Context: an optimization exercise on an open-source flow, tuned for small area, a short achievable clock period and few clock cycles per item. The choices shown serve that exercise and are no tape-out recipe. Function was checked by simulation only, so behaviour that the tests miss may differ from the original.

==> flow/design.v <==
module PE (
    input wire [7:0] a0,
    input wire [7:0] a1,
    input wire [7:0] a2,
    input wire [7:0] a3,
    input wire [3:0] neg0, one0, two0,
    input wire [3:0] neg1, one1, two1,
    input wire [3:0] neg2, one2, two2,
    input wire [3:0] neg3, one3, two3,
    input wire [8:0] nsum,
    output wire [17:0] s,
    output wire [17:0] t
);
    wire pp1, pp2, pp3, pp4, pp5, pp6, pp7, pp8, pp9, pp10, pp11, pp12, pp13, pp14, pp15, pp16;
    wire pp17, pp18, pp19, pp20, pp21, pp22, pp23, pp24, pp25, pp26, pp27, pp28, pp29, pp30, pp31, pp32;
    wire pp33, pp34, pp35, pp36, pp37, pp38, pp39, pp40, pp41, pp42, pp43, pp44, pp45, pp46, pp47, pp48;
    wire pp49, pp50, pp51, pp52, pp53, pp54, pp55, pp56, pp57, pp58, pp59, pp60, pp61, pp62, pp63, pp64;
    wire pp65, pp66, pp67, pp68, pp69, pp70, pp71, pp72, pp73, pp74, pp75, pp76, pp77, pp78, pp79, pp80;
    wire pp81, pp82, pp83, pp84, pp85, pp86, pp87, pp88, pp89, pp90, pp91, pp92, pp93, pp94, pp95, pp96;
    wire pp97, pp98, pp99, pp100, pp101, pp102, pp103, pp104, pp105, pp106, pp107, pp108, pp109, pp110, pp111, pp112;
    wire pp113, pp114, pp115, pp116, pp117, pp118, pp119, pp120, pp121, pp122, pp123, pp124, pp125, pp126, pp127, pp128;
    wire pp129, pp130, pp131, pp132, pp133, pp134, pp135, pp136, pp137, pp138, pp139, pp140, pp141, pp142, pp143, pp144;
    wire s145, c146, s147, c148, s149, c150, s151, c152, s153, c154, s155, c156, s157, c158, s159, c160;
    wire s161, c162, s163, c164, s165, c166, s167, c168, s169, c170, s171, c172, s173, c174, s175, c176;
    wire s177, c178, s179, c180, s181, c182, s183, c184, s185, c186, s187, c188, s189, c190, s191, c192;
    wire s193, c194, s195, c196, s197, c198, s199, c200, s201, c202, s203, c204, s205, c206, s207, c208;
    wire s209, c210, s211, c212, s213, c214, s215, c216, s217, c218, s219, c220, s221, c222, s223, c224;
    wire s225, c226, s227, c228, s229, c230, s231, c232, s233, c234, s235, c236, s237, c238, s239, c240;
    wire s241, c242, s243, c244, s245, c246, s247, c248, s249, c250, s251, c252, s253, c254, s255, c256;
    wire s257, c258, s259, c260, s261, c262, s263, c264, s265, c266, s267, c268, s269, c270, s271, c272;
    wire s273, c274, s275, c276, s277, c278, s279, c280, s281, c282, s283, c284, s285, c286, s287, c288;
    wire s289, c290, s291, c292, s293, c294, s295, c296, s297, c298, s299, c300, s301, c302, s303, c304;
    wire s305, c306, s307, c308, s309, c310, s311, c312, s313, c314, s315, c316, s317, c318, s319, c320;
    wire s321, c322, s323, c324, s325, c326, s327, c328, s329, c330, s331, c332, s333, c334, s335, c336;
    wire s337, c338, s339, c340, s341, c342, s343, c344, s345, c346, s347, c348, s349, c350, s351, c352;
    wire s353, c354, s355, c356, s357, c358, s359, c360, s361, c362, s363, c364, s365, c366, s367, c368;
    wire s369, c370, s371, c372, s373, c374, s375, c376, s377, c378, s379, c380, s381, c382, s383, c384;
    wire s385, c386, s387, c388, s389, c390, s391, c392, s393, c394, s395, c396, s397, c398, s399, c400;
    wire s401, c402, s403, c404, s405, c406, s407, c408, s409, c410, s411, c412, s413, c414;
    SEL0 sel1 (.one(one0[0]), .neg(neg0[0]), .x(a0[0]), .p(pp1));
    SEL sel2 (.one(one0[0]), .two(two0[0]), .neg(neg0[0]), .x(a0[1]), .y(a0[0]), .p(pp2));
    SEL sel3 (.one(one0[0]), .two(two0[0]), .neg(neg0[0]), .x(a0[2]), .y(a0[1]), .p(pp3));
    SEL sel4 (.one(one0[0]), .two(two0[0]), .neg(neg0[0]), .x(a0[3]), .y(a0[2]), .p(pp4));
    SEL sel5 (.one(one0[0]), .two(two0[0]), .neg(neg0[0]), .x(a0[4]), .y(a0[3]), .p(pp5));
    SEL sel6 (.one(one0[0]), .two(two0[0]), .neg(neg0[0]), .x(a0[5]), .y(a0[4]), .p(pp6));
    SEL sel7 (.one(one0[0]), .two(two0[0]), .neg(neg0[0]), .x(a0[6]), .y(a0[5]), .p(pp7));
    SEL sel8 (.one(one0[0]), .two(two0[0]), .neg(neg0[0]), .x(a0[7]), .y(a0[6]), .p(pp8));
    SELN sel9 (.one(one0[0]), .two(two0[0]), .neg(neg0[0]), .x(a0[7]), .p(pp9));
    SEL0 sel10 (.one(one0[1]), .neg(neg0[1]), .x(a0[0]), .p(pp10));
    SEL sel11 (.one(one0[1]), .two(two0[1]), .neg(neg0[1]), .x(a0[1]), .y(a0[0]), .p(pp11));
    SEL sel12 (.one(one0[1]), .two(two0[1]), .neg(neg0[1]), .x(a0[2]), .y(a0[1]), .p(pp12));
    SEL sel13 (.one(one0[1]), .two(two0[1]), .neg(neg0[1]), .x(a0[3]), .y(a0[2]), .p(pp13));
    SEL sel14 (.one(one0[1]), .two(two0[1]), .neg(neg0[1]), .x(a0[4]), .y(a0[3]), .p(pp14));
    SEL sel15 (.one(one0[1]), .two(two0[1]), .neg(neg0[1]), .x(a0[5]), .y(a0[4]), .p(pp15));
    SEL sel16 (.one(one0[1]), .two(two0[1]), .neg(neg0[1]), .x(a0[6]), .y(a0[5]), .p(pp16));
    SEL sel17 (.one(one0[1]), .two(two0[1]), .neg(neg0[1]), .x(a0[7]), .y(a0[6]), .p(pp17));
    SELN sel18 (.one(one0[1]), .two(two0[1]), .neg(neg0[1]), .x(a0[7]), .p(pp18));
    SEL0 sel19 (.one(one0[2]), .neg(neg0[2]), .x(a0[0]), .p(pp19));
    SEL sel20 (.one(one0[2]), .two(two0[2]), .neg(neg0[2]), .x(a0[1]), .y(a0[0]), .p(pp20));
    SEL sel21 (.one(one0[2]), .two(two0[2]), .neg(neg0[2]), .x(a0[2]), .y(a0[1]), .p(pp21));
    SEL sel22 (.one(one0[2]), .two(two0[2]), .neg(neg0[2]), .x(a0[3]), .y(a0[2]), .p(pp22));
    SEL sel23 (.one(one0[2]), .two(two0[2]), .neg(neg0[2]), .x(a0[4]), .y(a0[3]), .p(pp23));
    SEL sel24 (.one(one0[2]), .two(two0[2]), .neg(neg0[2]), .x(a0[5]), .y(a0[4]), .p(pp24));
    SEL sel25 (.one(one0[2]), .two(two0[2]), .neg(neg0[2]), .x(a0[6]), .y(a0[5]), .p(pp25));
    SEL sel26 (.one(one0[2]), .two(two0[2]), .neg(neg0[2]), .x(a0[7]), .y(a0[6]), .p(pp26));
    SELN sel27 (.one(one0[2]), .two(two0[2]), .neg(neg0[2]), .x(a0[7]), .p(pp27));
    SEL0 sel28 (.one(one0[3]), .neg(neg0[3]), .x(a0[0]), .p(pp28));
    SEL sel29 (.one(one0[3]), .two(two0[3]), .neg(neg0[3]), .x(a0[1]), .y(a0[0]), .p(pp29));
    SEL sel30 (.one(one0[3]), .two(two0[3]), .neg(neg0[3]), .x(a0[2]), .y(a0[1]), .p(pp30));
    SEL sel31 (.one(one0[3]), .two(two0[3]), .neg(neg0[3]), .x(a0[3]), .y(a0[2]), .p(pp31));
    SEL sel32 (.one(one0[3]), .two(two0[3]), .neg(neg0[3]), .x(a0[4]), .y(a0[3]), .p(pp32));
    SEL sel33 (.one(one0[3]), .two(two0[3]), .neg(neg0[3]), .x(a0[5]), .y(a0[4]), .p(pp33));
    SEL sel34 (.one(one0[3]), .two(two0[3]), .neg(neg0[3]), .x(a0[6]), .y(a0[5]), .p(pp34));
    SEL sel35 (.one(one0[3]), .two(two0[3]), .neg(neg0[3]), .x(a0[7]), .y(a0[6]), .p(pp35));
    SELN sel36 (.one(one0[3]), .two(two0[3]), .neg(neg0[3]), .x(a0[7]), .p(pp36));
    SEL0 sel37 (.one(one1[0]), .neg(neg1[0]), .x(a1[0]), .p(pp37));
    SEL sel38 (.one(one1[0]), .two(two1[0]), .neg(neg1[0]), .x(a1[1]), .y(a1[0]), .p(pp38));
    SEL sel39 (.one(one1[0]), .two(two1[0]), .neg(neg1[0]), .x(a1[2]), .y(a1[1]), .p(pp39));
    SEL sel40 (.one(one1[0]), .two(two1[0]), .neg(neg1[0]), .x(a1[3]), .y(a1[2]), .p(pp40));
    SEL sel41 (.one(one1[0]), .two(two1[0]), .neg(neg1[0]), .x(a1[4]), .y(a1[3]), .p(pp41));
    SEL sel42 (.one(one1[0]), .two(two1[0]), .neg(neg1[0]), .x(a1[5]), .y(a1[4]), .p(pp42));
    SEL sel43 (.one(one1[0]), .two(two1[0]), .neg(neg1[0]), .x(a1[6]), .y(a1[5]), .p(pp43));
    SEL sel44 (.one(one1[0]), .two(two1[0]), .neg(neg1[0]), .x(a1[7]), .y(a1[6]), .p(pp44));
    SELN sel45 (.one(one1[0]), .two(two1[0]), .neg(neg1[0]), .x(a1[7]), .p(pp45));
    SEL0 sel46 (.one(one1[1]), .neg(neg1[1]), .x(a1[0]), .p(pp46));
    SEL sel47 (.one(one1[1]), .two(two1[1]), .neg(neg1[1]), .x(a1[1]), .y(a1[0]), .p(pp47));
    SEL sel48 (.one(one1[1]), .two(two1[1]), .neg(neg1[1]), .x(a1[2]), .y(a1[1]), .p(pp48));
    SEL sel49 (.one(one1[1]), .two(two1[1]), .neg(neg1[1]), .x(a1[3]), .y(a1[2]), .p(pp49));
    SEL sel50 (.one(one1[1]), .two(two1[1]), .neg(neg1[1]), .x(a1[4]), .y(a1[3]), .p(pp50));
    SEL sel51 (.one(one1[1]), .two(two1[1]), .neg(neg1[1]), .x(a1[5]), .y(a1[4]), .p(pp51));
    SEL sel52 (.one(one1[1]), .two(two1[1]), .neg(neg1[1]), .x(a1[6]), .y(a1[5]), .p(pp52));
    SEL sel53 (.one(one1[1]), .two(two1[1]), .neg(neg1[1]), .x(a1[7]), .y(a1[6]), .p(pp53));
    SELN sel54 (.one(one1[1]), .two(two1[1]), .neg(neg1[1]), .x(a1[7]), .p(pp54));
    SEL0 sel55 (.one(one1[2]), .neg(neg1[2]), .x(a1[0]), .p(pp55));
    SEL sel56 (.one(one1[2]), .two(two1[2]), .neg(neg1[2]), .x(a1[1]), .y(a1[0]), .p(pp56));
    SEL sel57 (.one(one1[2]), .two(two1[2]), .neg(neg1[2]), .x(a1[2]), .y(a1[1]), .p(pp57));
    SEL sel58 (.one(one1[2]), .two(two1[2]), .neg(neg1[2]), .x(a1[3]), .y(a1[2]), .p(pp58));
    SEL sel59 (.one(one1[2]), .two(two1[2]), .neg(neg1[2]), .x(a1[4]), .y(a1[3]), .p(pp59));
    SEL sel60 (.one(one1[2]), .two(two1[2]), .neg(neg1[2]), .x(a1[5]), .y(a1[4]), .p(pp60));
    SEL sel61 (.one(one1[2]), .two(two1[2]), .neg(neg1[2]), .x(a1[6]), .y(a1[5]), .p(pp61));
    SEL sel62 (.one(one1[2]), .two(two1[2]), .neg(neg1[2]), .x(a1[7]), .y(a1[6]), .p(pp62));
    SELN sel63 (.one(one1[2]), .two(two1[2]), .neg(neg1[2]), .x(a1[7]), .p(pp63));
    SEL0 sel64 (.one(one1[3]), .neg(neg1[3]), .x(a1[0]), .p(pp64));
    SEL sel65 (.one(one1[3]), .two(two1[3]), .neg(neg1[3]), .x(a1[1]), .y(a1[0]), .p(pp65));
    SEL sel66 (.one(one1[3]), .two(two1[3]), .neg(neg1[3]), .x(a1[2]), .y(a1[1]), .p(pp66));
    SEL sel67 (.one(one1[3]), .two(two1[3]), .neg(neg1[3]), .x(a1[3]), .y(a1[2]), .p(pp67));
    SEL sel68 (.one(one1[3]), .two(two1[3]), .neg(neg1[3]), .x(a1[4]), .y(a1[3]), .p(pp68));
    SEL sel69 (.one(one1[3]), .two(two1[3]), .neg(neg1[3]), .x(a1[5]), .y(a1[4]), .p(pp69));
    SEL sel70 (.one(one1[3]), .two(two1[3]), .neg(neg1[3]), .x(a1[6]), .y(a1[5]), .p(pp70));
    SEL sel71 (.one(one1[3]), .two(two1[3]), .neg(neg1[3]), .x(a1[7]), .y(a1[6]), .p(pp71));
    SELN sel72 (.one(one1[3]), .two(two1[3]), .neg(neg1[3]), .x(a1[7]), .p(pp72));
    SEL0 sel73 (.one(one2[0]), .neg(neg2[0]), .x(a2[0]), .p(pp73));
    SEL sel74 (.one(one2[0]), .two(two2[0]), .neg(neg2[0]), .x(a2[1]), .y(a2[0]), .p(pp74));
    SEL sel75 (.one(one2[0]), .two(two2[0]), .neg(neg2[0]), .x(a2[2]), .y(a2[1]), .p(pp75));
    SEL sel76 (.one(one2[0]), .two(two2[0]), .neg(neg2[0]), .x(a2[3]), .y(a2[2]), .p(pp76));
    SEL sel77 (.one(one2[0]), .two(two2[0]), .neg(neg2[0]), .x(a2[4]), .y(a2[3]), .p(pp77));
    SEL sel78 (.one(one2[0]), .two(two2[0]), .neg(neg2[0]), .x(a2[5]), .y(a2[4]), .p(pp78));
    SEL sel79 (.one(one2[0]), .two(two2[0]), .neg(neg2[0]), .x(a2[6]), .y(a2[5]), .p(pp79));
    SEL sel80 (.one(one2[0]), .two(two2[0]), .neg(neg2[0]), .x(a2[7]), .y(a2[6]), .p(pp80));
    SELN sel81 (.one(one2[0]), .two(two2[0]), .neg(neg2[0]), .x(a2[7]), .p(pp81));
    SEL0 sel82 (.one(one2[1]), .neg(neg2[1]), .x(a2[0]), .p(pp82));
    SEL sel83 (.one(one2[1]), .two(two2[1]), .neg(neg2[1]), .x(a2[1]), .y(a2[0]), .p(pp83));
    SEL sel84 (.one(one2[1]), .two(two2[1]), .neg(neg2[1]), .x(a2[2]), .y(a2[1]), .p(pp84));
    SEL sel85 (.one(one2[1]), .two(two2[1]), .neg(neg2[1]), .x(a2[3]), .y(a2[2]), .p(pp85));
    SEL sel86 (.one(one2[1]), .two(two2[1]), .neg(neg2[1]), .x(a2[4]), .y(a2[3]), .p(pp86));
    SEL sel87 (.one(one2[1]), .two(two2[1]), .neg(neg2[1]), .x(a2[5]), .y(a2[4]), .p(pp87));
    SEL sel88 (.one(one2[1]), .two(two2[1]), .neg(neg2[1]), .x(a2[6]), .y(a2[5]), .p(pp88));
    SEL sel89 (.one(one2[1]), .two(two2[1]), .neg(neg2[1]), .x(a2[7]), .y(a2[6]), .p(pp89));
    SELN sel90 (.one(one2[1]), .two(two2[1]), .neg(neg2[1]), .x(a2[7]), .p(pp90));
    SEL0 sel91 (.one(one2[2]), .neg(neg2[2]), .x(a2[0]), .p(pp91));
    SEL sel92 (.one(one2[2]), .two(two2[2]), .neg(neg2[2]), .x(a2[1]), .y(a2[0]), .p(pp92));
    SEL sel93 (.one(one2[2]), .two(two2[2]), .neg(neg2[2]), .x(a2[2]), .y(a2[1]), .p(pp93));
    SEL sel94 (.one(one2[2]), .two(two2[2]), .neg(neg2[2]), .x(a2[3]), .y(a2[2]), .p(pp94));
    SEL sel95 (.one(one2[2]), .two(two2[2]), .neg(neg2[2]), .x(a2[4]), .y(a2[3]), .p(pp95));
    SEL sel96 (.one(one2[2]), .two(two2[2]), .neg(neg2[2]), .x(a2[5]), .y(a2[4]), .p(pp96));
    SEL sel97 (.one(one2[2]), .two(two2[2]), .neg(neg2[2]), .x(a2[6]), .y(a2[5]), .p(pp97));
    SEL sel98 (.one(one2[2]), .two(two2[2]), .neg(neg2[2]), .x(a2[7]), .y(a2[6]), .p(pp98));
    SELN sel99 (.one(one2[2]), .two(two2[2]), .neg(neg2[2]), .x(a2[7]), .p(pp99));
    SEL0 sel100 (.one(one2[3]), .neg(neg2[3]), .x(a2[0]), .p(pp100));
    SEL sel101 (.one(one2[3]), .two(two2[3]), .neg(neg2[3]), .x(a2[1]), .y(a2[0]), .p(pp101));
    SEL sel102 (.one(one2[3]), .two(two2[3]), .neg(neg2[3]), .x(a2[2]), .y(a2[1]), .p(pp102));
    SEL sel103 (.one(one2[3]), .two(two2[3]), .neg(neg2[3]), .x(a2[3]), .y(a2[2]), .p(pp103));
    SEL sel104 (.one(one2[3]), .two(two2[3]), .neg(neg2[3]), .x(a2[4]), .y(a2[3]), .p(pp104));
    SEL sel105 (.one(one2[3]), .two(two2[3]), .neg(neg2[3]), .x(a2[5]), .y(a2[4]), .p(pp105));
    SEL sel106 (.one(one2[3]), .two(two2[3]), .neg(neg2[3]), .x(a2[6]), .y(a2[5]), .p(pp106));
    SEL sel107 (.one(one2[3]), .two(two2[3]), .neg(neg2[3]), .x(a2[7]), .y(a2[6]), .p(pp107));
    SELN sel108 (.one(one2[3]), .two(two2[3]), .neg(neg2[3]), .x(a2[7]), .p(pp108));
    SEL0 sel109 (.one(one3[0]), .neg(neg3[0]), .x(a3[0]), .p(pp109));
    SEL sel110 (.one(one3[0]), .two(two3[0]), .neg(neg3[0]), .x(a3[1]), .y(a3[0]), .p(pp110));
    SEL sel111 (.one(one3[0]), .two(two3[0]), .neg(neg3[0]), .x(a3[2]), .y(a3[1]), .p(pp111));
    SEL sel112 (.one(one3[0]), .two(two3[0]), .neg(neg3[0]), .x(a3[3]), .y(a3[2]), .p(pp112));
    SEL sel113 (.one(one3[0]), .two(two3[0]), .neg(neg3[0]), .x(a3[4]), .y(a3[3]), .p(pp113));
    SEL sel114 (.one(one3[0]), .two(two3[0]), .neg(neg3[0]), .x(a3[5]), .y(a3[4]), .p(pp114));
    SEL sel115 (.one(one3[0]), .two(two3[0]), .neg(neg3[0]), .x(a3[6]), .y(a3[5]), .p(pp115));
    SEL sel116 (.one(one3[0]), .two(two3[0]), .neg(neg3[0]), .x(a3[7]), .y(a3[6]), .p(pp116));
    SELN sel117 (.one(one3[0]), .two(two3[0]), .neg(neg3[0]), .x(a3[7]), .p(pp117));
    SEL0 sel118 (.one(one3[1]), .neg(neg3[1]), .x(a3[0]), .p(pp118));
    SEL sel119 (.one(one3[1]), .two(two3[1]), .neg(neg3[1]), .x(a3[1]), .y(a3[0]), .p(pp119));
    SEL sel120 (.one(one3[1]), .two(two3[1]), .neg(neg3[1]), .x(a3[2]), .y(a3[1]), .p(pp120));
    SEL sel121 (.one(one3[1]), .two(two3[1]), .neg(neg3[1]), .x(a3[3]), .y(a3[2]), .p(pp121));
    SEL sel122 (.one(one3[1]), .two(two3[1]), .neg(neg3[1]), .x(a3[4]), .y(a3[3]), .p(pp122));
    SEL sel123 (.one(one3[1]), .two(two3[1]), .neg(neg3[1]), .x(a3[5]), .y(a3[4]), .p(pp123));
    SEL sel124 (.one(one3[1]), .two(two3[1]), .neg(neg3[1]), .x(a3[6]), .y(a3[5]), .p(pp124));
    SEL sel125 (.one(one3[1]), .two(two3[1]), .neg(neg3[1]), .x(a3[7]), .y(a3[6]), .p(pp125));
    SELN sel126 (.one(one3[1]), .two(two3[1]), .neg(neg3[1]), .x(a3[7]), .p(pp126));
    SEL0 sel127 (.one(one3[2]), .neg(neg3[2]), .x(a3[0]), .p(pp127));
    SEL sel128 (.one(one3[2]), .two(two3[2]), .neg(neg3[2]), .x(a3[1]), .y(a3[0]), .p(pp128));
    SEL sel129 (.one(one3[2]), .two(two3[2]), .neg(neg3[2]), .x(a3[2]), .y(a3[1]), .p(pp129));
    SEL sel130 (.one(one3[2]), .two(two3[2]), .neg(neg3[2]), .x(a3[3]), .y(a3[2]), .p(pp130));
    SEL sel131 (.one(one3[2]), .two(two3[2]), .neg(neg3[2]), .x(a3[4]), .y(a3[3]), .p(pp131));
    SEL sel132 (.one(one3[2]), .two(two3[2]), .neg(neg3[2]), .x(a3[5]), .y(a3[4]), .p(pp132));
    SEL sel133 (.one(one3[2]), .two(two3[2]), .neg(neg3[2]), .x(a3[6]), .y(a3[5]), .p(pp133));
    SEL sel134 (.one(one3[2]), .two(two3[2]), .neg(neg3[2]), .x(a3[7]), .y(a3[6]), .p(pp134));
    SELN sel135 (.one(one3[2]), .two(two3[2]), .neg(neg3[2]), .x(a3[7]), .p(pp135));
    SEL0 sel136 (.one(one3[3]), .neg(neg3[3]), .x(a3[0]), .p(pp136));
    SEL sel137 (.one(one3[3]), .two(two3[3]), .neg(neg3[3]), .x(a3[1]), .y(a3[0]), .p(pp137));
    SEL sel138 (.one(one3[3]), .two(two3[3]), .neg(neg3[3]), .x(a3[2]), .y(a3[1]), .p(pp138));
    SEL sel139 (.one(one3[3]), .two(two3[3]), .neg(neg3[3]), .x(a3[3]), .y(a3[2]), .p(pp139));
    SEL sel140 (.one(one3[3]), .two(two3[3]), .neg(neg3[3]), .x(a3[4]), .y(a3[3]), .p(pp140));
    SEL sel141 (.one(one3[3]), .two(two3[3]), .neg(neg3[3]), .x(a3[5]), .y(a3[4]), .p(pp141));
    SEL sel142 (.one(one3[3]), .two(two3[3]), .neg(neg3[3]), .x(a3[6]), .y(a3[5]), .p(pp142));
    SEL sel143 (.one(one3[3]), .two(two3[3]), .neg(neg3[3]), .x(a3[7]), .y(a3[6]), .p(pp143));
    SELN sel144 (.one(one3[3]), .two(two3[3]), .neg(neg3[3]), .x(a3[7]), .p(pp144));
    FA fa0 (.a(nsum[6]), .b(pp100), .c(pp115), .s(s145), .co(c146));
    FA fa1 (.a(pp122), .b(pp129), .c(pp136), .s(s147), .co(c148));
    FA fa2 (.a(nsum[7]), .b(pp101), .c(pp116), .s(s149), .co(c150));
    FA fa3 (.a(pp123), .b(pp130), .c(pp137), .s(s151), .co(c152));
    FA fa4 (.a(pp15), .b(pp22), .c(pp29), .s(s153), .co(c154));
    FA fa5 (.a(nsum[8]), .b(pp102), .c(pp117), .s(s155), .co(c156));
    FA fa6 (.a(pp124), .b(pp131), .c(pp138), .s(s157), .co(c158));
    FA fa7 (.a(pp16), .b(pp23), .c(pp30), .s(s159), .co(c160));
    HA ha0 (.a(pp45), .b(pp52), .s(s161), .co(c162));
    FA fa8 (.a(pp103), .b(pp125), .c(pp132), .s(s163), .co(c164));
    HA ha1 (.a(pp139), .b(pp17), .s(s165), .co(c166));
    FA fa9 (.a(1'b1), .b(pp104), .c(pp126), .s(s167), .co(c168));
    FA fa10 (.a(nsum[4]), .b(pp113), .c(pp12), .s(s169), .co(c170));
    FA fa11 (.a(pp120), .b(pp127), .c(pp19), .s(s171), .co(c172));
    FA fa12 (.a(nsum[5]), .b(pp114), .c(pp121), .s(s173), .co(c174));
    FA fa13 (.a(pp128), .b(pp13), .c(pp20), .s(s175), .co(c176));
    FA fa14 (.a(pp42), .b(pp49), .c(pp56), .s(s177), .co(c178));
    FA fa15 (.a(pp14), .b(pp21), .c(pp28), .s(s179), .co(c180));
    FA fa16 (.a(pp43), .b(pp50), .c(pp57), .s(s181), .co(c182));
    FA fa17 (.a(pp64), .b(pp7), .c(pp79), .s(s183), .co(c184));
    HA ha2 (.a(pp86), .b(pp93), .s(s185), .co(c186));
    FA fa18 (.a(pp44), .b(pp51), .c(pp58), .s(s187), .co(c188));
    FA fa19 (.a(pp65), .b(pp8), .c(pp80), .s(s189), .co(c190));
    FA fa20 (.a(pp87), .b(pp94), .c(c146), .s(s191), .co(c192));
    FA fa21 (.a(c148), .b(s149), .c(s151), .s(s193), .co(c194));
    FA fa22 (.a(pp59), .b(pp66), .c(pp81), .s(s195), .co(c196));
    FA fa23 (.a(pp88), .b(pp9), .c(pp95), .s(s197), .co(c198));
    FA fa24 (.a(s161), .b(c150), .c(c152), .s(s199), .co(c200));
    FA fa25 (.a(c154), .b(s155), .c(s157), .s(s201), .co(c202));
    FA fa26 (.a(pp24), .b(pp31), .c(pp53), .s(s203), .co(c204));
    FA fa27 (.a(pp60), .b(pp67), .c(pp89), .s(s205), .co(c206));
    FA fa28 (.a(pp96), .b(c162), .c(s165), .s(s207), .co(c208));
    FA fa29 (.a(c156), .b(c158), .c(c160), .s(s209), .co(c210));
    FA fa30 (.a(pp133), .b(pp140), .c(pp18), .s(s211), .co(c212));
    FA fa31 (.a(pp25), .b(pp32), .c(pp54), .s(s213), .co(c214));
    FA fa32 (.a(pp61), .b(pp68), .c(pp90), .s(s215), .co(c216));
    FA fa33 (.a(pp97), .b(c166), .c(c164), .s(s217), .co(c218));
    FA fa34 (.a(1'b1), .b(pp105), .c(pp134), .s(s219), .co(c220));
    FA fa35 (.a(pp141), .b(pp26), .c(pp33), .s(s221), .co(c222));
    HA ha3 (.a(pp62), .b(pp69), .s(s223), .co(c224));
    FA fa36 (.a(pp106), .b(pp135), .c(pp142), .s(s225), .co(c226));
    FA fa37 (.a(nsum[2]), .b(pp10), .c(pp111), .s(s227), .co(c228));
    HA ha4 (.a(pp118), .b(pp3), .s(s229), .co(c230));
    FA fa38 (.a(nsum[3]), .b(pp11), .c(pp112), .s(s231), .co(c232));
    FA fa39 (.a(pp119), .b(pp4), .c(pp40), .s(s233), .co(c234));
    HA ha5 (.a(pp47), .b(pp76), .s(s235), .co(c236));
    FA fa40 (.a(pp41), .b(pp48), .c(pp5), .s(s237), .co(c238));
    FA fa41 (.a(pp55), .b(pp77), .c(pp84), .s(s239), .co(c240));
    FA fa42 (.a(pp91), .b(s169), .c(s171), .s(s241), .co(c242));
    FA fa43 (.a(pp6), .b(pp78), .c(pp85), .s(s243), .co(c244));
    FA fa44 (.a(pp92), .b(c170), .c(c172), .s(s245), .co(c246));
    FA fa45 (.a(s173), .b(s175), .c(s177), .s(s247), .co(c248));
    FA fa46 (.a(s185), .b(c174), .c(c176), .s(s249), .co(c250));
    FA fa47 (.a(c178), .b(s145), .c(s147), .s(s251), .co(c252));
    FA fa48 (.a(s179), .b(s181), .c(s183), .s(s253), .co(c254));
    FA fa49 (.a(c186), .b(c180), .c(c182), .s(s255), .co(c256));
    FA fa50 (.a(c184), .b(s153), .c(s187), .s(s257), .co(c258));
    FA fa51 (.a(s189), .b(s191), .c(s193), .s(s259), .co(c260));
    FA fa52 (.a(c188), .b(c190), .c(s159), .s(s261), .co(c262));
    FA fa53 (.a(s195), .b(s197), .c(c192), .s(s263), .co(c264));
    FA fa54 (.a(c194), .b(s199), .c(s201), .s(s265), .co(c266));
    FA fa55 (.a(c196), .b(c198), .c(s163), .s(s267), .co(c268));
    FA fa56 (.a(s203), .b(s205), .c(s207), .s(s269), .co(c270));
    FA fa57 (.a(c200), .b(c202), .c(s209), .s(s271), .co(c272));
    FA fa58 (.a(c204), .b(c206), .c(s167), .s(s273), .co(c274));
    FA fa59 (.a(s211), .b(s213), .c(s215), .s(s275), .co(c276));
    FA fa60 (.a(c208), .b(c210), .c(s217), .s(s277), .co(c278));
    FA fa61 (.a(pp98), .b(s223), .c(c168), .s(s279), .co(c280));
    FA fa62 (.a(c212), .b(c214), .c(c216), .s(s281), .co(c282));
    FA fa63 (.a(s219), .b(s221), .c(c218), .s(s283), .co(c284));
    FA fa64 (.a(pp27), .b(pp34), .c(pp63), .s(s285), .co(c286));
    FA fa65 (.a(pp70), .b(pp99), .c(c224), .s(s287), .co(c288));
    FA fa66 (.a(c220), .b(c222), .c(s225), .s(s289), .co(c290));
    FA fa67 (.a(1'b1), .b(pp107), .c(pp143), .s(s291), .co(c292));
    HA ha6 (.a(pp35), .b(pp71), .s(s293), .co(c294));
    HA ha7 (.a(nsum[0]), .b(pp1), .s(s295), .co(c296));
    FA fa68 (.a(nsum[1]), .b(pp110), .c(pp2), .s(s297), .co(c298));
    FA fa69 (.a(pp39), .b(pp46), .c(pp75), .s(s299), .co(c300));
    HA ha8 (.a(pp82), .b(s229), .s(s301), .co(c302));
    FA fa70 (.a(pp83), .b(c230), .c(s235), .s(s303), .co(c304));
    FA fa71 (.a(c228), .b(s231), .c(s233), .s(s305), .co(c306));
    FA fa72 (.a(c236), .b(c232), .c(c234), .s(s307), .co(c308));
    FA fa73 (.a(s237), .b(s239), .c(s241), .s(s309), .co(c310));
    FA fa74 (.a(c238), .b(c240), .c(s243), .s(s311), .co(c312));
    FA fa75 (.a(c242), .b(s245), .c(s247), .s(s313), .co(c314));
    FA fa76 (.a(c244), .b(c246), .c(c248), .s(s315), .co(c316));
    FA fa77 (.a(s249), .b(s251), .c(s253), .s(s317), .co(c318));
    FA fa78 (.a(c250), .b(c252), .c(c254), .s(s319), .co(c320));
    FA fa79 (.a(s255), .b(s257), .c(s259), .s(s321), .co(c322));
    FA fa80 (.a(c256), .b(c258), .c(s261), .s(s323), .co(c324));
    FA fa81 (.a(c260), .b(s263), .c(s265), .s(s325), .co(c326));
    FA fa82 (.a(c262), .b(s267), .c(s269), .s(s327), .co(c328));
    FA fa83 (.a(c264), .b(c266), .c(s271), .s(s329), .co(c330));
    FA fa84 (.a(c268), .b(s273), .c(s275), .s(s331), .co(c332));
    FA fa85 (.a(c270), .b(c272), .c(s277), .s(s333), .co(c334));
    FA fa86 (.a(c274), .b(c276), .c(s279), .s(s335), .co(c336));
    FA fa87 (.a(s281), .b(c278), .c(s283), .s(s337), .co(c338));
    FA fa88 (.a(s285), .b(s287), .c(c280), .s(s339), .co(c340));
    FA fa89 (.a(c282), .b(s289), .c(c284), .s(s341), .co(c342));
    FA fa90 (.a(s293), .b(c226), .c(c286), .s(s343), .co(c344));
    FA fa91 (.a(s291), .b(c288), .c(c290), .s(s345), .co(c346));
    FA fa92 (.a(pp108), .b(pp144), .c(pp36), .s(s347), .co(c348));
    FA fa93 (.a(pp72), .b(c294), .c(c292), .s(s349), .co(c350));
    HA ha9 (.a(pp109), .b(pp37), .s(s351), .co(c352));
    FA fa94 (.a(pp38), .b(pp74), .c(c296), .s(s353), .co(c354));
    FA fa95 (.a(c298), .b(s227), .c(s299), .s(s355), .co(c356));
    FA fa96 (.a(c300), .b(c302), .c(s303), .s(s357), .co(c358));
    FA fa97 (.a(c304), .b(c306), .c(s307), .s(s359), .co(c360));
    FA fa98 (.a(c308), .b(s311), .c(c310), .s(s361), .co(c362));
    FA fa99 (.a(c312), .b(c314), .c(s315), .s(s363), .co(c364));
    FA fa100 (.a(c316), .b(c318), .c(s319), .s(s365), .co(c366));
    FA fa101 (.a(c320), .b(s323), .c(c322), .s(s367), .co(c368));
    FA fa102 (.a(c324), .b(s327), .c(c326), .s(s369), .co(c370));
    FA fa103 (.a(s331), .b(c328), .c(c330), .s(s371), .co(c372));
    FA fa104 (.a(c332), .b(s335), .c(c334), .s(s373), .co(c374));
    FA fa105 (.a(c336), .b(s339), .c(c338), .s(s375), .co(c376));
    FA fa106 (.a(s343), .b(c340), .c(s345), .s(s377), .co(c378));
    FA fa107 (.a(s347), .b(c344), .c(s349), .s(s379), .co(c380));
    HA ha10 (.a(1'b1), .b(c348), .s(s381), .co(c382));
    HA ha11 (.a(pp73), .b(s295), .s(s383), .co(c384));
    FA fa108 (.a(c352), .b(s297), .c(s353), .s(s385), .co(c386));
    FA fa109 (.a(s301), .b(c354), .c(s355), .s(s387), .co(c388));
    FA fa110 (.a(c356), .b(s305), .c(s357), .s(s389), .co(c390));
    FA fa111 (.a(c358), .b(s309), .c(s359), .s(s391), .co(c392));
    FA fa112 (.a(c360), .b(s313), .c(s361), .s(s393), .co(c394));
    FA fa113 (.a(s317), .b(c362), .c(s363), .s(s395), .co(c396));
    FA fa114 (.a(c364), .b(s321), .c(s365), .s(s397), .co(c398));
    FA fa115 (.a(c366), .b(s325), .c(s367), .s(s399), .co(c400));
    FA fa116 (.a(s329), .b(c368), .c(s369), .s(s401), .co(c402));
    FA fa117 (.a(s333), .b(c370), .c(s371), .s(s403), .co(c404));
    FA fa118 (.a(s337), .b(c372), .c(s373), .s(s405), .co(c406));
    FA fa119 (.a(s341), .b(c374), .c(s375), .s(s407), .co(c408));
    FA fa120 (.a(c342), .b(s377), .c(c376), .s(s409), .co(c410));
    FA fa121 (.a(c346), .b(s379), .c(c378), .s(s411), .co(c412));
    FA fa122 (.a(s381), .b(c350), .c(c380), .s(s413), .co(c414));
    assign s = {1'b1, c382, s413, s411, c408, c406, c404, c402, c400, c398, c396, c394, c392, c390, c388, c386, c384, s351};
    assign t = {1'b0, c414, c412, c410, s409, s407, s405, s403, s401, s399, s397, s395, s393, s391, s389, s387, s385, s383};
endmodule
module FA (
    input wire a, b, c,
    output wire s, co
);
    assign s = a ^ b ^ c;
    assign co = (a & b) | (a & c) | (b & c);
endmodule
module SEL (
    input wire one, two, neg, x, y,
    output wire p
);
    assign p = ((one & x) | (two & y)) ^ neg;
endmodule
module SEL0 (
    input wire one, neg, x,
    output wire p
);
    assign p = (one & x) ^ neg;
endmodule
module SELN (
    input wire one, two, neg, x,
    output wire p
);
    assign p = ~(((one | two) & x) ^ neg);
endmodule
module HA (
    input wire a, b,
    output wire s, co
);
    assign s = a ^ b;
    assign co = a & b;
endmodule
module SystolicArray (
    input wire clk,
    input wire [127:0] A_matrix,
    input wire [127:0] B_matrix,
    output reg [127:0] a_q,
    output reg [63:0] neg_q,
    output reg [63:0] one_q,
    output reg [63:0] two_q,
    output reg [35:0] nsum_q
);
    wire [63:0] neg_w, one_w, two_w;
    wire [35:0] nsum_w;
    genvar e, m, j;
    generate
        for (e = 0; e < 16; e = e + 1) begin : enc
            wire [8:0] bb = {B_matrix[e*8 +: 8], 1'b0};
            for (m = 0; m < 4; m = m + 1) begin : dig
                wire [2:0] d = bb[2*m +: 3];
                assign neg_w[e*4+m] = d[2];
                assign one_w[e*4+m] = d[1] ^ d[0];
                assign two_w[e*4+m] = (d[2] & ~d[1] & ~d[0]) | (~d[2] & d[1] & d[0]);
            end
        end
        for (j = 0; j < 4; j = j + 1) begin : ns
            wire [6:0] o0 = {B_matrix[(0*4+j)*8+7], 1'b0, B_matrix[(0*4+j)*8+5], 1'b0, B_matrix[(0*4+j)*8+3], 1'b0, B_matrix[(0*4+j)*8+1]};
            wire [6:0] o1 = {B_matrix[(1*4+j)*8+7], 1'b0, B_matrix[(1*4+j)*8+5], 1'b0, B_matrix[(1*4+j)*8+3], 1'b0, B_matrix[(1*4+j)*8+1]};
            wire [6:0] o2 = {B_matrix[(2*4+j)*8+7], 1'b0, B_matrix[(2*4+j)*8+5], 1'b0, B_matrix[(2*4+j)*8+3], 1'b0, B_matrix[(2*4+j)*8+1]};
            wire [6:0] o3 = {B_matrix[(3*4+j)*8+7], 1'b0, B_matrix[(3*4+j)*8+5], 1'b0, B_matrix[(3*4+j)*8+3], 1'b0, B_matrix[(3*4+j)*8+1]};
            assign nsum_w[j*9 +: 9] = {2'b00, o0} + {2'b00, o1} + {2'b00, o2} + {2'b00, o3};
        end
    endgenerate
    always @(posedge clk) begin
        a_q <= A_matrix;
        neg_q <= neg_w;
        one_q <= one_w;
        two_q <= two_w;
        nsum_q <= nsum_w;
    end
endmodule
module GEMMController (
    input wire clk,
    input wire reset_n,
    input wire in_valid,
    output wire in_ready,
    output wire out_valid
);
    reg [1:0] v;
    assign in_ready = 1'b1;
    assign out_valid = v[1];
    always @(posedge clk or negedge reset_n) begin
        if (!reset_n)
            v <= 2'b00;
        else
            v <= {v[0], in_valid};
    end
endmodule
module GEMM #(parameter M = 4, K = 4, N = 4)(
    input wire clk,
    input wire reset_n,
    input wire in_valid,
    output wire in_ready,
    input wire [M*K*8-1:0] A_matrix,  
    input wire [K*N*8-1:0] B_matrix,  
    output wire out_valid,
    output wire [M*N*32-1:0] C_matrix  
);
    wire [127:0] a_q;
    wire [63:0] neg_q, one_q, two_q;
    wire [35:0] nsum_q;
    GEMMController ctrl (
        .clk(clk), .reset_n(reset_n), .in_valid(in_valid),
        .in_ready(in_ready), .out_valid(out_valid)
    );
    SystolicArray sa (
        .clk(clk), .A_matrix(A_matrix), .B_matrix(B_matrix), .a_q(a_q),
        .neg_q(neg_q), .one_q(one_q), .two_q(two_q), .nsum_q(nsum_q)
    );
    genvar i, j;
    generate
        for (i = 0; i < M; i = i + 1) begin : row
            for (j = 0; j < N; j = j + 1) begin : col
                wire [17:0] s, t;
                PE pe (
                    .a0(a_q[(i*K+0)*8 +: 8]), .a1(a_q[(i*K+1)*8 +: 8]),
                    .a2(a_q[(i*K+2)*8 +: 8]), .a3(a_q[(i*K+3)*8 +: 8]),
                    .neg0(neg_q[(0*N+j)*4 +: 4]), .one0(one_q[(0*N+j)*4 +: 4]), .two0(two_q[(0*N+j)*4 +: 4]),
                    .neg1(neg_q[(1*N+j)*4 +: 4]), .one1(one_q[(1*N+j)*4 +: 4]), .two1(two_q[(1*N+j)*4 +: 4]),
                    .neg2(neg_q[(2*N+j)*4 +: 4]), .one2(one_q[(2*N+j)*4 +: 4]), .two2(two_q[(2*N+j)*4 +: 4]),
                    .neg3(neg_q[(3*N+j)*4 +: 4]), .one3(one_q[(3*N+j)*4 +: 4]), .two3(two_q[(3*N+j)*4 +: 4]),
                    .nsum(nsum_q[j*9 +: 9]),
                    .s(s), .t(t)
                );
                wire [8:0] lo = {1'b0, s[7:0]} + {1'b0, t[7:0]};
                reg [7:0] lo_q;
                reg cy_q;
                reg [9:0] s_q, t_q;
                always @(posedge clk) begin
                    lo_q <= lo[7:0];
                    cy_q <= lo[8];
                    s_q <= s[17:8];
                    t_q <= t[17:8];
                end
                wire [10:0] hi = {s_q, 1'b1} + {t_q, cy_q};
                wire [17:0] c = {hi[10:1], lo_q};
                assign C_matrix[(i*N+j)*32 +: 32] = {{14{c[17]}}, c};
            end
        end
    endgenerate
endmodule
==> flow/flow/run.sh <==
#!/bin/bash
set -euo pipefail
R=orfs/results/sky130hd/GEMM/base
bash standard.sh synth > flow_synth.log 2>&1
ODB=$R/1_synth.odb openroad -no_init -exit flow/downsize.tcl > flow_downsize.log 2>&1
touch $R/1_synth.sdc
bash standard.sh REMOVE_ABC_BUFFERS=1 SETUP_SLACK_MARGIN=6 MAX_REPAIR_ANTENNAS_ITER_DRT=15 finish > flow_layout.log 2>&1
==> flow/flow/downsize.tcl <==
# Set every combinational cell of the synthesized netlist to its smallest drive
# strength (ABC sizes for a far larger load than the cells see). Registers keep
# their cells. The resizer later sizes up what timing needs.
read_liberty $::env(FLOW_HOME)/platforms/sky130hd/lib/sky130_fd_sc_hd__tt_025C_1v80.lib
read_db $::env(ODB)
set n 0
foreach inst [[ord::get_db_block] getInsts] {
  set m [[$inst getMaster] getName]
  if {[regexp {^(sky130_fd_sc_hd__[a-z0-9]+)_([0-9]+)$} $m -> base drive]} {
    if {[string match "*__df*" $base] || [string match "*__dl*" $base] || [string match "*__sdf*" $base]} { continue }
    if {$drive > 1 && [llength [get_lib_cells -quiet ${base}_1]] > 0} {
      replace_cell [$inst getName] ${base}_1
      incr n
    }
  }
}
puts "downsized $n cells"
write_db $::env(ODB)
==> flow/standard.sh <==
#!/bin/bash
# synth_recipe.tcl (not shown) runs the flow's synth.tcl, then flattens the netlist and writes it again
# the make line also repeats each setting of config.mk as NAME=value (left out here)
make -C /OpenROAD-flow-scripts/flow DESIGN_CONFIG=/design/flow/config.mk WORK_HOME=/design/flow/orfs CLKGATE_MAP_FILE= SYNTH_SCRIPT=/design/flow/synth_recipe.tcl "${@:-finish}"
==> flow/config.mk <==
export PLATFORM = sky130hd
export DESIGN_NAME = GEMM
export DESIGN_NICKNAME = GEMM
export VERILOG_FILES = /design/flow/design.v
export SDC_FILE = /design/flow/constraint.sdc
export NUM_CORES = 4
export LEC_CHECK = 0
export CAP_MARGIN = 20
export CORE_MARGIN = 2
export CORE_UTILIZATION = 55
export PLACE_DENSITY = 0.65
export SLEW_MARGIN = 20
export SYNTH_HIERARCHICAL = 1
==> flow/constraint.sdc <==
create_clock -name core_clock -period 11.0 [get_ports {clk}]
set_input_delay 2.2000 -clock core_clock [delete_from_list [all_inputs] [get_ports {clk}]]
set_output_delay 2.2000 -clock core_clock [all_outputs]
set_load 0.01 [all_outputs]
==> impl_metrics.json, run 1 <==
{
  "worst_pin_slew_ps": 1369,
  "syn_avg_cell_area_um2": 10.83,
  "dp_hpwl_um": 284600,
  "top_layer_used": "met5",
  "gp_congestion": 0.9415,
  "die_x_um": 453.7,
  "overflow": 0,
  "finalSetupTns_ps": 0,
  "cts_tree": "built",
  "wl_met2_um": 191000,
  "skew_ps": 72.74,
  "fin_crit_ps": 5228,
  "ant_nets": 0,
  "required_ps": 8800,
  "clkLatencyLatePin_ps": 820,
  "cp-start-kind": "flop",
  "status": "finished clean",
  "route.detailed.drc": 0,
  "slew_viol_final": 0,
  "critical_path_class": "reg2out",
  "placedInstanceArea_um2": 122100,
  "vias": 96260,
  "cts_buffers": 97,
  "drtPass1Iterations": 12,
  "hold_violations": 0,
  "grt_pass1_vias": 101200,
  "drt-vias-per-instance": 7.062,
  "maxSlewHeadroom_pct": 8.760,
  "drv_cap": 0,
  "nets": 13640,
  "rows": 165,
  "antenna_found_initial": 18,
  "grt_max_degree": 37,
  "cts_sinks": 822,
  "wirelength_um": 480000,
  "synth_area_um2": 111200,
  "wl_met1_um": 163000,
  "coreArea_um2": 201500,
  "drtIter0Drc": 15770,
  "numPortBuffers": 771,
  "crit_path_end_kind": "output pin",
  "min_path_type": "reg2reg",
  "arrival_ps": 3030,
  "crit_path_max_fanout": 5,
  "synth-warning-count": 9,
  "grt_pass1_wl_um": 685500,
  "pin_count": 773,
  "clk_path_buf_depth": 3,
  "fin_crit_sh_pct": 47.53,
  "timing.fmax_mhz": 191.3,
  "rsz0062_at_grt": "yes",
  "initial_utilization_pct": 55.20,
  "clkTransAtPathRegs_ps": 60,
  "die-area_um2": 205800,
  "routed-wl-met3_um": 81880,
  "drive_gt1_share_pct": 11.64,
  "syn_to_final_growth_pct": 15.76,
  "grt_usage_pct": 45.68,
  "synth_cells": 10280,
  "wl_per_cell_um": 35.22,
  "htreeDepth": 3,
  "final_area_um2": 128800,
  "root_buffer": "clkbuf_16",
  "die_h_um": 453.7,
  "setup_violations": 0
}
critical path, stage by stage (launching register included):
cell and delay, ps:
dfxtp_1 320, ha_1 390, a21oi_1 210, nand2_1 140, o31a_1 340, o41ai_4 70, xnor2_2 240, buf_6 180
buf_6 110, buf_6 110, buf_6 100
placed cells by master (no fill, tap or decap), types with 21 or more instances in the layout:
master,instances
clkdlybuf4s50_1,450
o21ai_0,82
dfxtp_1,675
xnor2_1,2181
nand3_1,84
nor2_1,97
nor3_1,46
nand2b_1,42
o211ai_1,21
clkbuf_2,45
o21ai_1,257
clkbuf_16,105
or3_1,28
dfxtp_4,25
or2_1,23
dfxtp_2,120
buf_4,312
a21oi_2,27
fa_1,2000
a22oi_1,1792
buf_6,187
buf_2,114
xor2_1,389
nand3b_1,32
dlygate4sd2_1,65
and3_1,30
ha_1,451
ha_4,32
a21o_1,36
xnor2_2,34
inv_1,120
a21oi_1,122
conb_1,97
nand2_1,376
registers in the layout, summed over array words and instances, names as in the netlist:
signal,count
sa.nsum_q,36
sa.two_q,64
row.col.t_q,160
sa.one_q,64
row.col.lo_q,128
ctrl.v,2
row.col.s_q,160
row.col.cy_q,16
sa.neg_q,64
sa.a_q,128
what timing repair did:
| action | 4_1_cts | 5_1_grt |
|---|---|---|
| endpoints found under the setup margin | 334 | 303 |
| gates resized for setup | 1246 | 399 |
| hold buffers | 0 | 0 |
| hold endpoints to repair | 0 | 0 |
| gates cloned | 11 | 5 |
| pin swaps | 96 | 90 |
| buffers inserted | 69 | 48 |
final cells by class:
class	count	area, um^2
sequential	822	16710
multi-input combinational	8590	93660
fill	16120	72740
inverter	132	495.5
tap	2672	3343
timing repair buffer	1224	11150
clock buffer	127	2693
clock inverter	55	683.2
antenna	9	22.52
metal layers:
| layer | up-vias | GRT usage [%] |
|---|---|---|
| met1 | 47640 | 56.63 |
| li1 | 36400 | - |
| met4 | 23 | 33.46 |
| met3 | 2277 | 20.59 |
| met5 | - | 0.3265 |
| met2 | 9917 | 62.39 |
final timing paths:
check | start | end | slack [ps] | cells after the start
max reg2reg | sa.a_q[21]$_DFF_P_ | row[0].col[2].cy_q$_DFF_P_ | 6010 | 12
min reg2reg | ctrl.v[0]$_DFF_PN0_ | ctrl.v[1]$_DFF_PN0_ | 350 | 0
max | row[3].col[2].s_q[7]$_DFF_P_ | C_matrix[476] | 5770 | 10
min in group asynchronous | reset_n | ctrl.v[1]$_DFF_PN0_ | 1580 | 1
max in group asynchronous | reset_n | ctrl.v[0]$_DFF_PN0_ | 9300 | 1
min | ctrl.v[0]$_DFF_PN0_ | ctrl.v[1]$_DFF_PN0_ | 350 | 0
through the flow:
| stage | util [%] | hold WS, ps | setup slack [ps] | cells |
|---|---|---|---|---|
| after floorplan | - | 331.2 | 5110 | 9538 |
| after global placement | 60.60 | 338.2 | 5539 | 13310 |
| after detailed placement | 60.60 | 337.1 | 5502 | 13310 |
| after CTS | 63.22 | 350.9 | 5667 | 13570 |
| after global routing | 63.89 | 355.7 | 5694 | 13620 |
| final | 63.90 | 348.9 | 5772 | 13630 |
Testbench counts, summed over its fixed seeds: cycles 784, items 768.
==> inputs of run 2 (changes only) <==
==> flow/flow/run.sh (replaced) <==
#!/bin/bash
set -euo pipefail
R=orfs/results/sky130hd/GEMM/base
bash standard.sh synth > flow_synth.log 2>&1
ODB=$R/1_synth.odb openroad -no_init -exit flow/downsize.tcl > flow_downsize.log 2>&1
touch $R/1_synth.sdc
bash standard.sh REMOVE_ABC_BUFFERS=1 SETUP_SLACK_MARGIN=6 MAX_REPAIR_ANTENNAS_ITER_DRT=15 \
  "BUFFER_PORTS_ARGS=-buffer_cell sky130_fd_sc_hd__buf_1" finish > flow_layout.log 2>&1
==> impl_metrics.json, run 2 <==
{
  "dp_hpwl_um": 279900,
  "drtIter0Drc": 15550,
  "overflow": 0,
  "clkTransAtPathRegs_ps": 60,
  "fin_ws_ps": 5834,
  "die_h_um": 453.7,
  "pin_count": 773,
  "reg2reg_setup_slack_ps": 6030,
  "timing.fmax_mhz": 193.6,
  "status": "finished clean",
  "hold_violations": 0,
  "vias": 95060,
  "root_buffer": "clkbuf_16",
  "drt-vias-per-instance": 7.010,
  "finalSetupTns_ps": 0,
  "cts_tree": "built",
  "rows": 165,
  "rsz0062_at_grt": "yes",
  "wl_per_cell_um": 34.23,
  "clk_path_buf_depth": 3,
  "fin_crit_sh_pct": 46.96,
  "numPortBuffers": 771,
  "synth_area_um2": 111200,
  "cp-start-kind": "flop",
  "arrival_ps": 2970,
  "critical_path_class": "reg2out",
  "grt_pass1_vias": 98440,
  "syn_to_final_growth_pct": 11.32,
  "post-place-ws_ps": 6021,
  "setup_violations": 0,
  "nets": 13570,
  "syn_avg_cell_area_um2": 10.83,
  "antenna_found_initial": 17,
  "worst_pin_slew_ps": 1217,
  "wirelength_um": 464200,
  "grt_pass1_wl_um": 656200,
  "placedInstanceArea_um2": 117300,
  "synth-warning-count": 9,
  "die-area_um2": 205800,
  "slew_viol_final": 0,
  "fin_crit_ps": 5166,
  "min_path_type": "reg2reg",
  "synth_cells": 10280,
  "route.detailed.drc": 0,
  "required_ps": 8800,
  "crit_path_max_fanout": 8,
  "drive_gt1_share_pct": 9.289,
  "clkLatencyLatePin_ps": 820,
  "crit_path_end_kind": "output pin",
  "drv_cap": 0,
  "die_x_um": 453.7,
  "gp_congestion": 0.9480,
  "drtPass1Iterations": 9,
  "cts_buffers": 99,
  "htreeDepth": 3,
  "skew_ps": 37.20,
  "grt_usage_pct": 43.84,
  "initial_utilization_pct": 55.20,
  "final_common_cell": "xnor2_1",
  "holdBufCountCts": 0,
  "top_regs": "row.col.s_q (160), row.col.t_q (160)",
  "ant_nets": 0,
  "final_cell_mix": "xnor2_1, fa_1, a22oi_1, dfxtp_1, buf_1",
  "grt_max_degree": 37,
  "maxSlewHeadroom_pct": 18.87,
  "coreArea_um2": 201500,
  "cts_sinks": 822,
  "final_area_um2": 123800
}
[run 2: timing repair]
item,CTS,global route
endpoints found under the setup margin,262,274
resized for setup,210,417
pin swaps,55,73
gates cloned,10,3
setup buffers,21,27
[run 2: final timing paths]
check / startpoint / endpoint / depth (start not counted)
setup / recovery: row[3].col[0].cy_q$_DFF_P_ / C_matrix[404] / 7
hold / removal: ctrl.v[0]$_DFF_PN0_ / ctrl.v[1]$_DFF_PN0_ / 0
setup reg to reg: sa.one_q[61]$_DFF_P_ / row[2].col[3].cy_q$_DFF_P_ / 13
hold reg to reg: ctrl.v[0]$_DFF_PN0_ / ctrl.v[1]$_DFF_PN0_ / 0
max in group asynchronous: reset_n / ctrl.v[0]$_DFF_PN0_ / 1
min in group asynchronous: reset_n / ctrl.v[1]$_DFF_PN0_ / 1
[run 2: critical path, cell delays in order (launching register included)]
cell	delay [ps]
dfxtp_2	330
fa_2	390
a21o_1	200
a2111oi_4	370
o211ai_1	170
a21oi_2	290
xnor2_2	210
buf_2	210
[run 2: per-stage QoR]
step	cells	hold slack (ps)	util, %
2_1_floorplan	9538	331.2	-
3_3_place_gp	13300	336.1	58.19
4_1_cts	13520	365.7	60.58
6_report	13560	360.5	61.45
5_1_grt	13550	382.2	61.44
3_5_place_dp	13300	353.1	58.20
[run 2: metal layers]
metal  vias up  GRT usage, %  part of all wire [%]
met1     47070         54.31                    34
met4        20         31.11                   9.1
li1      36290             -                     -
met2      9402         60.73                    40
met3      2283         19.35                    16
met5         -        0.2099                 0.039
[run 2: layout make-up]
class / instances / area, um^2
multi-input combinational: 8594 / 93110
fill: 16630 / 77670
sequential: 822 / 16670
timing repair buffer: 1145 / 6676
tap: 2672 / 3343
clock buffer: 128 / 2760
clock inverter: 52 / 728.2
inverter: 132 / 495.5
antenna: 15 / 37.54

afterwards: timing with drivers on the ports:
The results above use ideal ports. As a check the final layouts listed here were re-extracted and re-timed, cells and wires unchanged. Step 1: set_driving_cell puts a clkbuf_16 on clk and a buf_2 on each other input, an assumption about the parent block. Step 2 adds t to the input delays and takes it off the output delays; t is the mean of the earliest and latest rising clock arrival at the registers after step 1. Input paths then give back, and output paths get back, about the clock's delay inside the block. Slacks: ideal / step 1 / step 2; pairs: ideal / step 1.
run | t, ns | setup slack, ns | worst hold slack (ns) | worst setup path at the end | worst data-port slew with drivers (ns)
run 1 | 0.880 | 5.772 / 5.676 / 6.008 | 0.349 / 0.349 / 0.349 | register to register | 0.09
run 2 | 0.908 | 5.834 / 5.730 / 6.026 | 0.361 / 0.361 / 0.361 | register to register | 0.18
After both steps setup and hold are still met in every run listed.
